From an optimization exercise on the open Yosys and OpenROAD flow, aimed at small area, a short achievable clock period and few clock cycles per item; shortcuts taken in it are not production practice.
Where RTL was checked, it was by simulation tests only, not by an equivalence proof against the original.
Power is estimated from default activity; no workload was simulated.

==> flow/design.v <==
module sampledec(received,clk,start,ctrl,corrected,decodedOp,nerr,done);
  input [14:0] received; input clk; input start; input ctrl;
  output [7:0] corrected; output [1:0] nerr; output [14:0] decodedOp; output done;
  reg done_q, ctrl_q;
  always @(posedge clk) begin ctrl_q <= ctrl; if (start) done_q <= 1'b1; end
  assign done = done_q;
  wire t_1; bx2 u_t_1(.a(received[3]),.b(received[8]),.y(t_1));
  wire t_2; bx2 u_t_2(.a(received[4]),.b(received[14]),.y(t_2));
  wire t_3; bx2 u_t_3(.a(t_1),.b(t_2),.y(t_3));
  wire t_4; bx2 u_t_4(.a(received[5]),.b(received[10]),.y(t_4));
  wire t_5; bx2 u_t_5(.a(received[6]),.b(received[11]),.y(t_5));
  wire t_6; bx2 u_t_6(.a(t_4),.b(t_5),.y(t_6));
  wire x2; bx2 u_x2(.a(t_3),.b(t_6),.y(x2));
  wire t_7; bx2 u_t_7(.a(received[0]),.b(received[10]),.y(t_7));
  wire t_8; bx2 u_t_8(.a(t_7),.b(t_1),.y(t_8));
  wire t_9; bx2 u_t_9(.a(received[7]),.b(received[12]),.y(t_9));
  wire t_10; bx2 u_t_10(.a(received[9]),.b(received[14]),.y(t_10));
  wire t_11; bx2 u_t_11(.a(t_9),.b(t_10),.y(t_11));
  wire x6; bx2 u_x6(.a(t_8),.b(t_11),.y(x6));
  wire t_12; bx2 u_t_12(.a(t_4),.b(t_10),.y(t_12));
  wire t_13; bx2 u_t_13(.a(received[1]),.b(received[11]),.y(t_13));
  wire t_14; bx2 u_t_14(.a(received[2]),.b(received[12]),.y(t_14));
  wire t_15; bx2 u_t_15(.a(t_13),.b(t_14),.y(t_15));
  wire x8; bx2 u_x8(.a(t_12),.b(t_15),.y(x8));
  wire t_16; bx2 u_t_16(.a(received[3]),.b(received[13]),.y(t_16));
  wire t_17; bx2 u_t_17(.a(t_13),.b(t_16),.y(t_17));
  wire t_18; bx2 u_t_18(.a(t_2),.b(t_9),.y(t_18));
  wire x10; bx2 u_x10(.a(t_17),.b(t_18),.y(x10));
  wire xd2; bx2 u_xd2(.a(t_3),.b(t_6),.y(xd2));
  wire xd6; bx2 u_xd6(.a(t_8),.b(t_11),.y(xd6));
  wire xd8; bx2 u_xd8(.a(t_12),.b(t_15),.y(xd8));
  wire xd10; bx2 u_xd10(.a(t_17),.b(t_18),.y(xd10));
  wire u0; bx2 u_u0(.a(t_7),.b(received[5]),.y(u0));
  wire u1; bx2 u_u1(.a(t_5),.b(received[1]),.y(u1));
  wire u2; bx2 u_u2(.a(t_14),.b(received[7]),.y(u2));
  wire u3; bx2 u_u3(.a(t_16),.b(received[8]),.y(u3));
  wire u4; bx2 u_u4(.a(t_2),.b(received[9]),.y(u4));
  wire x3; bx2 u_x3(.a(xd2),.b(xd6),.y(x3));
  wire x0; bx2 u_x0(.a(xd2),.b(xd8),.y(x0));
  wire x4; bx2 u_x4(.a(xd2),.b(xd10),.y(x4));
  wire x14; bx2 u_x14(.a(xd6),.b(xd8),.y(x14));
  wire x7; bx2 u_x7(.a(xd6),.b(xd10),.y(x7));
  wire x1; bx2 u_x1(.a(xd8),.b(xd10),.y(x1));
  wire t_19; bx2 u_t_19(.a(u0),.b(u1),.y(t_19));
  wire t_20; bx2 u_t_20(.a(u2),.b(u3),.y(t_20));
  wire t_21; bx2 u_t_21(.a(u3),.b(u4),.y(t_21));
  wire t_22; bx2 u_t_22(.a(u1),.b(u2),.y(t_22));
  wire t_23; bx2 u_t_23(.a(u0),.b(u4),.y(t_23));
  wire w0; bx2 u_w0(.a(t_22),.b(t_21),.y(w0));
  wire w1; bx2 u_w1(.a(t_23),.b(t_20),.y(w1));
  wire w2; bx2 u_w2(.a(t_19),.b(t_21),.y(w2));
  wire w3; bx2 u_w3(.a(t_22),.b(t_23),.y(w3));
  wire w4; bx2 u_w4(.a(t_19),.b(t_20),.y(w4));
  wire s1z = ~(x2 | x6 | x8 | x10);
  wire s3z = (u0==u1) & (u1==u2) & (u2==u3) & (u3==u4);
  wire zz = s1z & s3z;
  wire c0 = x0 | x10;
  wire c1 = x1 | x6;
  wire c2 = x2 | x7;
  wire c3 = x3 | x8;
  wire c4 = x4 | x14;
  wire t_24; bx2 u_t_24(.a(x7),.b(w0),.y(t_24));
  wire t_25; bx2 u_t_25(.a(t_24),.b(c0),.y(t_25));
  wire t_26; bx2 u_t_26(.a(x1),.b(w1),.y(t_26));
  wire t_27; bxn2 u_t_27(.a(t_26),.b(c1),.y(t_27));
  wire sz2 = (x3 | zz);
  wire x11; bx2 u_x11(.a(xd6),.b(x1),.y(x11));
  wire x13; bx2 u_x13(.a(xd2),.b(x14),.y(x13));
  wire sz5 = (x6 | zz);
  wire t_28; bx2 u_t_28(.a(x6),.b(w0),.y(t_28));
  wire t_29; bx2 u_t_29(.a(t_28),.b(c0),.y(t_29));
  wire t_30; bx2 u_t_30(.a(x2),.b(w4),.y(t_30));
  wire t_31; bx2 u_t_31(.a(t_30),.b(c4),.y(t_31));
  wire t_32; bx2 u_t_32(.a(x4),.b(w2),.y(t_32));
  wire t_33; bx2 u_t_33(.a(t_32),.b(c2),.y(t_33));
  wire sz9 = (x10 | zz);
  wire t_34; bx2 u_t_34(.a(x8),.b(w3),.y(t_34));
  wire t_35; bxn2 u_t_35(.a(t_34),.b(c3),.y(t_35));
  reg [14:0] r; reg [10:0] sq;
  always @(posedge clk) if (start) begin r <= received; sq <= {t_35, sz9, t_33, t_31, t_29, sz5, x13, x11, sz2, t_27, t_25}; end
  wire fn0; bxn2 u_fn0(.a(sq[4]),.b(sq[6]),.y(fn0));
  wire fn2; bxn2 u_fn2(.a(sq[8]),.b(sq[9]),.y(fn2));
  wire fn3; bx2 u_fn3(.a(sq[4]),.b(sq[10]),.y(fn3));
  wire fn4; bxn2 u_fn4(.a(sq[7]),.b(sq[9]),.y(fn4));
  wire fn5; bxn2 u_fn5(.a(sq[0]),.b(sq[4]),.y(fn5));
  wire fn6; bx2 u_fn6(.a(sq[1]),.b(sq[3]),.y(fn6));
  wire fn7; bxn2 u_fn7(.a(sq[2]),.b(sq[8]),.y(fn7));
  wire fn9; bxn2 u_fn9(.a(sq[3]),.b(sq[7]),.y(fn9));
  wire fn10; bxn2 u_fn10(.a(sq[0]),.b(sq[5]),.y(fn10));
  wire fn11; bx2 u_fn11(.a(sq[1]),.b(sq[5]),.y(fn11));
  wire fn12; bxn2 u_fn12(.a(sq[5]),.b(sq[8]),.y(fn12));
  wire fn13; bx2 u_fn13(.a(sq[2]),.b(sq[10]),.y(fn13));
  wire fn14; bxn2 u_fn14(.a(sq[4]),.b(sq[7]),.y(fn14));
  wire nfl0; bnand4 u_nfl0(.a(sq[10]),.b(fn4),.c(fn2),.d(sq[1]),.y(nfl0));
  wire nfl1; bnand4 u_nfl1(.a(fn9),.b(fn5),.c(fn3),.d(fn2),.y(nfl1));
  wire nfl2; bnand4 u_nfl2(.a(fn10),.b(fn6),.c(fn4),.d(fn3),.y(nfl2));
  wire nfl3; bnand4 u_nfl3(.a(fn11),.b(fn7),.c(fn5),.d(fn4),.y(nfl3));
  wire nfl4; bnand4 u_nfl4(.a(fn12),.b(sq[10]),.c(fn6),.d(fn5),.y(nfl4));
  wire nfl5; bnand4 u_nfl5(.a(fn13),.b(fn9),.c(fn7),.d(fn6),.y(nfl5));
  wire nfl6; bnand4 u_nfl6(.a(fn14),.b(fn10),.c(sq[10]),.d(fn7),.y(nfl6));
  wire nfl7; bnand4 u_nfl7(.a(fn0),.b(fn11),.c(fn9),.d(sq[10]),.y(nfl7));
  wire nfl8; bnand4 u_nfl8(.a(sq[1]),.b(fn12),.c(fn10),.d(fn9),.y(nfl8));
  wire nfl9; bnand4 u_nfl9(.a(fn2),.b(fn13),.c(fn11),.d(fn10),.y(nfl9));
  wire nfl10; bnand4 u_nfl10(.a(fn3),.b(fn14),.c(fn12),.d(fn11),.y(nfl10));
  wire nfl11; bnand4 u_nfl11(.a(fn4),.b(fn0),.c(fn13),.d(fn12),.y(nfl11));
  wire nfl12; bnand4 u_nfl12(.a(fn5),.b(sq[1]),.c(fn14),.d(fn13),.y(nfl12));
  wire nfl13; bnand4 u_nfl13(.a(fn6),.b(fn2),.c(fn0),.d(fn14),.y(nfl13));
  wire nfl14; bnand4 u_nfl14(.a(fn7),.b(fn3),.c(sq[1]),.d(fn0),.y(nfl14));
  wire d0; bxn2 u_d0(.a(r[0]),.b(nfl0),.y(d0));
  wire d1; bxn2 u_d1(.a(r[1]),.b(nfl1),.y(d1));
  wire d2; bxn2 u_d2(.a(r[2]),.b(nfl2),.y(d2));
  wire d3; bxn2 u_d3(.a(r[3]),.b(nfl3),.y(d3));
  wire d4; bxn2 u_d4(.a(r[4]),.b(nfl4),.y(d4));
  wire d5; bxn2 u_d5(.a(r[5]),.b(nfl5),.y(d5));
  wire d6; bxn2 u_d6(.a(r[6]),.b(nfl6),.y(d6));
  wire d7; bxn2 u_d7(.a(r[7]),.b(nfl7),.y(d7));
  wire d8; bxn2 u_d8(.a(r[8]),.b(nfl8),.y(d8));
  wire d9; bxn2 u_d9(.a(r[9]),.b(nfl9),.y(d9));
  wire d10; bxn2 u_d10(.a(r[10]),.b(nfl10),.y(d10));
  wire d11; bxn2 u_d11(.a(r[11]),.b(nfl11),.y(d11));
  wire d12; bxn2 u_d12(.a(r[12]),.b(nfl12),.y(d12));
  wire d13; bxn2 u_d13(.a(r[13]),.b(nfl13),.y(d13));
  wire d14; bxn2 u_d14(.a(r[14]),.b(nfl14),.y(d14));
  assign decodedOp = {d14, d13, d12, d11, d10, d9, d8, d7, d6, d5, d4, d3, d2, d1, d0};
  wire ty0; bx2 u_ty0(.a(sq[5]),.b(sq[6]),.y(ty0));
  wire t_36; bx2 u_t_36(.a(sq[1]),.b(sq[3]),.y(t_36));
  wire ty1; bxn2 u_ty1(.a(t_36),.b(sq[5]),.y(ty1));
  wire t_37; bx2 u_t_37(.a(sq[3]),.b(sq[4]),.y(t_37));
  wire ty2; bx2 u_ty2(.a(t_37),.b(sq[8]),.y(ty2));
  wire t_38; bx2 u_t_38(.a(sq[2]),.b(sq[4]),.y(t_38));
  wire ty3; bxn2 u_ty3(.a(t_38),.b(sq[10]),.y(ty3));
  wire n0; bnor4 u_n0(.a(ty0),.b(ty1),.c(ty2),.d(ty3),.y(n0));
  wire n1; bn1 u_n1(.nf({nfl14, nfl13, nfl12, nfl11, nfl10, nfl9, nfl8, nfl7, nfl6, nfl5, nfl4, nfl3, nfl2, nfl1, nfl0}),.n0(n0),.y(n1));
  assign nerr = {n1, n0};
  wire co0; bmux u_co0(.s(ctrl_q),.a(d0),.b(d7),.y(co0));
  wire co1; bmux u_co1(.s(ctrl_q),.a(d1),.b(d8),.y(co1));
  wire co2; bmux u_co2(.s(ctrl_q),.a(d2),.b(d9),.y(co2));
  wire co3; bmux u_co3(.s(ctrl_q),.a(d3),.b(d10),.y(co3));
  wire co4; bmux u_co4(.s(ctrl_q),.a(d4),.b(d11),.y(co4));
  wire co5; bmux u_co5(.s(ctrl_q),.a(d5),.b(d12),.y(co5));
  wire co6; bmux u_co6(.s(ctrl_q),.a(d6),.b(d13),.y(co6));
  assign corrected = {decodedOp[14] & ctrl_q, co6, co5, co4, co3, co2, co1, co0};
endmodule
module bx2(input a, input b, output y); assign y = a ^ b; endmodule
module bnor4(input a, input b, input c, input d, output y); assign y = ~(a|b|c|d); endmodule
module bmux(input s, input a, input b, output y); assign y = s ? b : a; endmodule
module bn1(input [14:0] nf, input n0, output y); assign y = ~(&nf) & ~n0; endmodule
module bxn2(input a, input b, output y); assign y = ~(a ^ b); endmodule
module bnand4(input a, input b, input c, input d, output y); assign y = ~(a&b&c&d); endmodule
export LEC_CHECK = 0
export CAP_MARGIN = 20
export CORE_MARGIN = 2
export CORE_UTILIZATION = 40
export SLEW_MARGIN = 20
export SYNTH_HIERARCHICAL = 1
create_clock -name core_clock -period 7.0 [get_ports {clk}]
standard.sh (not shown) runs the stock make flow with config.mk's settings and CLKGATE_MAP_FILE= SYNTH_SCRIPT=/design/flow/synth_recipe.tcl, a recipe that flattens the netlist after the stock synthesis.
==> flow/flow/run.sh <==
#!/bin/bash
# The standard layout (standard.sh) with: every port buffered by one fixed cell type,
# power recovery (downsizing of non-critical cells) after global routing, and optional
# extra ORFS settings. The flow's full output goes to standard.log in this folder.
export BUFFER_PORTS_ARGS="-buffer_cell sky130_fd_sc_hd__buf_1"
export RECOVER_POWER=100

bash standard.sh > standard.log 2>&1
==> next run, changes <==
--- a/flow/design.v
+++ b/flow/design.v
@@ -23,27 +23,23 @@
   wire t_15; bx2 u_t_15(.a(t_13),.b(t_14),.y(t_15));
   wire x8; bx2 u_x8(.a(t_12),.b(t_15),.y(x8));
   wire t_16; bx2 u_t_16(.a(received[3]),.b(received[13]),.y(t_16));
   wire t_17; bx2 u_t_17(.a(t_13),.b(t_16),.y(t_17));
   wire t_18; bx2 u_t_18(.a(t_2),.b(t_9),.y(t_18));
   wire x10; bx2 u_x10(.a(t_17),.b(t_18),.y(x10));
-  wire xd2; bx2 u_xd2(.a(t_3),.b(t_6),.y(xd2));
-  wire xd6; bx2 u_xd6(.a(t_8),.b(t_11),.y(xd6));
-  wire xd8; bx2 u_xd8(.a(t_12),.b(t_15),.y(xd8));
-  wire xd10; bx2 u_xd10(.a(t_17),.b(t_18),.y(xd10));
   wire u0; bx2 u_u0(.a(t_7),.b(received[5]),.y(u0));
   wire u1; bx2 u_u1(.a(t_5),.b(received[1]),.y(u1));
   wire u2; bx2 u_u2(.a(t_14),.b(received[7]),.y(u2));
   wire u3; bx2 u_u3(.a(t_16),.b(received[8]),.y(u3));
   wire u4; bx2 u_u4(.a(t_2),.b(received[9]),.y(u4));
-  wire x3; bx2 u_x3(.a(xd2),.b(xd6),.y(x3));
-  wire x0; bx2 u_x0(.a(xd2),.b(xd8),.y(x0));
-  wire x4; bx2 u_x4(.a(xd2),.b(xd10),.y(x4));
-  wire x14; bx2 u_x14(.a(xd6),.b(xd8),.y(x14));
-  wire x7; bx2 u_x7(.a(xd6),.b(xd10),.y(x7));
-  wire x1; bx2 u_x1(.a(xd8),.b(xd10),.y(x1));
+  wire x3; bx2 u_x3(.a(x2),.b(x6),.y(x3));
+  wire x0; bx2 u_x0(.a(x2),.b(x8),.y(x0));
+  wire x4; bx2 u_x4(.a(x2),.b(x10),.y(x4));
+  wire x14; bx2 u_x14(.a(x6),.b(x8),.y(x14));
+  wire x7; bx2 u_x7(.a(x6),.b(x10),.y(x7));
+  wire x1; bx2 u_x1(.a(x8),.b(x10),.y(x1));
   wire t_19; bx2 u_t_19(.a(u0),.b(u1),.y(t_19));
   wire t_20; bx2 u_t_20(.a(u2),.b(u3),.y(t_20));
   wire t_21; bx2 u_t_21(.a(u3),.b(u4),.y(t_21));
   wire t_22; bx2 u_t_22(.a(u1),.b(u2),.y(t_22));
   wire t_23; bx2 u_t_23(.a(u0),.b(u4),.y(t_23));
   wire w0; bx2 u_w0(.a(t_22),.b(t_21),.y(w0));
@@ -61,14 +57,14 @@
   wire c4 = x4 | x14;
   wire t_24; bx2 u_t_24(.a(x7),.b(w0),.y(t_24));
   wire t_25; bx2 u_t_25(.a(t_24),.b(c0),.y(t_25));
   wire t_26; bx2 u_t_26(.a(x1),.b(w1),.y(t_26));
   wire t_27; bxn2 u_t_27(.a(t_26),.b(c1),.y(t_27));
   wire sz2 = (x3 | zz);
-  wire x11; bx2 u_x11(.a(xd6),.b(x1),.y(x11));
-  wire x13; bx2 u_x13(.a(xd2),.b(x14),.y(x13));
+  wire x11; bx2 u_x11(.a(x6),.b(x1),.y(x11));
+  wire x13; bx2 u_x13(.a(x2),.b(x14),.y(x13));
   wire sz5 = (x6 | zz);
   wire t_28; bx2 u_t_28(.a(x6),.b(w0),.y(t_28));
   wire t_29; bx2 u_t_29(.a(t_28),.b(c0),.y(t_29));
   wire t_30; bx2 u_t_30(.a(x2),.b(w4),.y(t_30));
   wire t_31; bx2 u_t_31(.a(t_30),.b(c4),.y(t_31));
   wire t_32; bx2 u_t_32(.a(x4),.b(w2),.y(t_32));
What happened: The new run went through all stages and came out clean; non-clock buffer count is unchanged; final cell count went down slightly; worst setup slack loses 0.017 ns; routed wire length decreases by a few percent; hold slack degrades by 0.0054 ns; clock-buffer cell count stays the same; via count goes down slightly; cell area drops slightly; synthesized cell count is lower by a few percent; area after synthesis went down slightly; sequential share of layout area is higher by 0.59 points; combinational power decreases by a few percent; power goes down slightly.
Testbench counts after the change, summed over its fixed seeds: cycles 4,000, items 4,000.
Function not checked in the first run of this note: the RTL went through the layout flow alone.

## separate check: timing with driven ports
No port has a modelled driver above. Below, the same layouts with a new extraction and two added sets of constraints.
Step 1: set_driving_cell puts a clkbuf_16 on clk and a buf_2 on each other input, an assumption about the parent block.
Step 2 moves the port delays by t, midway between the first and last clock arrival at a register: inputs arrive t later, outputs are due t later. That takes back most of the time a late clock gives input paths.
Slacks: ideal / step 1 / step 2; pairs: ideal / step 1.
| run | t, ns | setup slack, ns | latest minus earliest clock arrival (ns) | worst data-port slew with drivers (ns) |
|---|---|---|---|---|
| the first run | 0.289 | 3.515 / 3.490 / 3.405 | 0.010 / 0.011 | 0.03 |
| the second run | 0.292 | 3.498 / 3.487 / 3.194 | 0.017 / 0.017 | 0.04 |
After both steps every run listed still meets setup and hold. The setup slack of the second run, which loses most, moves by -0.011 ns with the drivers and by -0.304 ns with both steps.
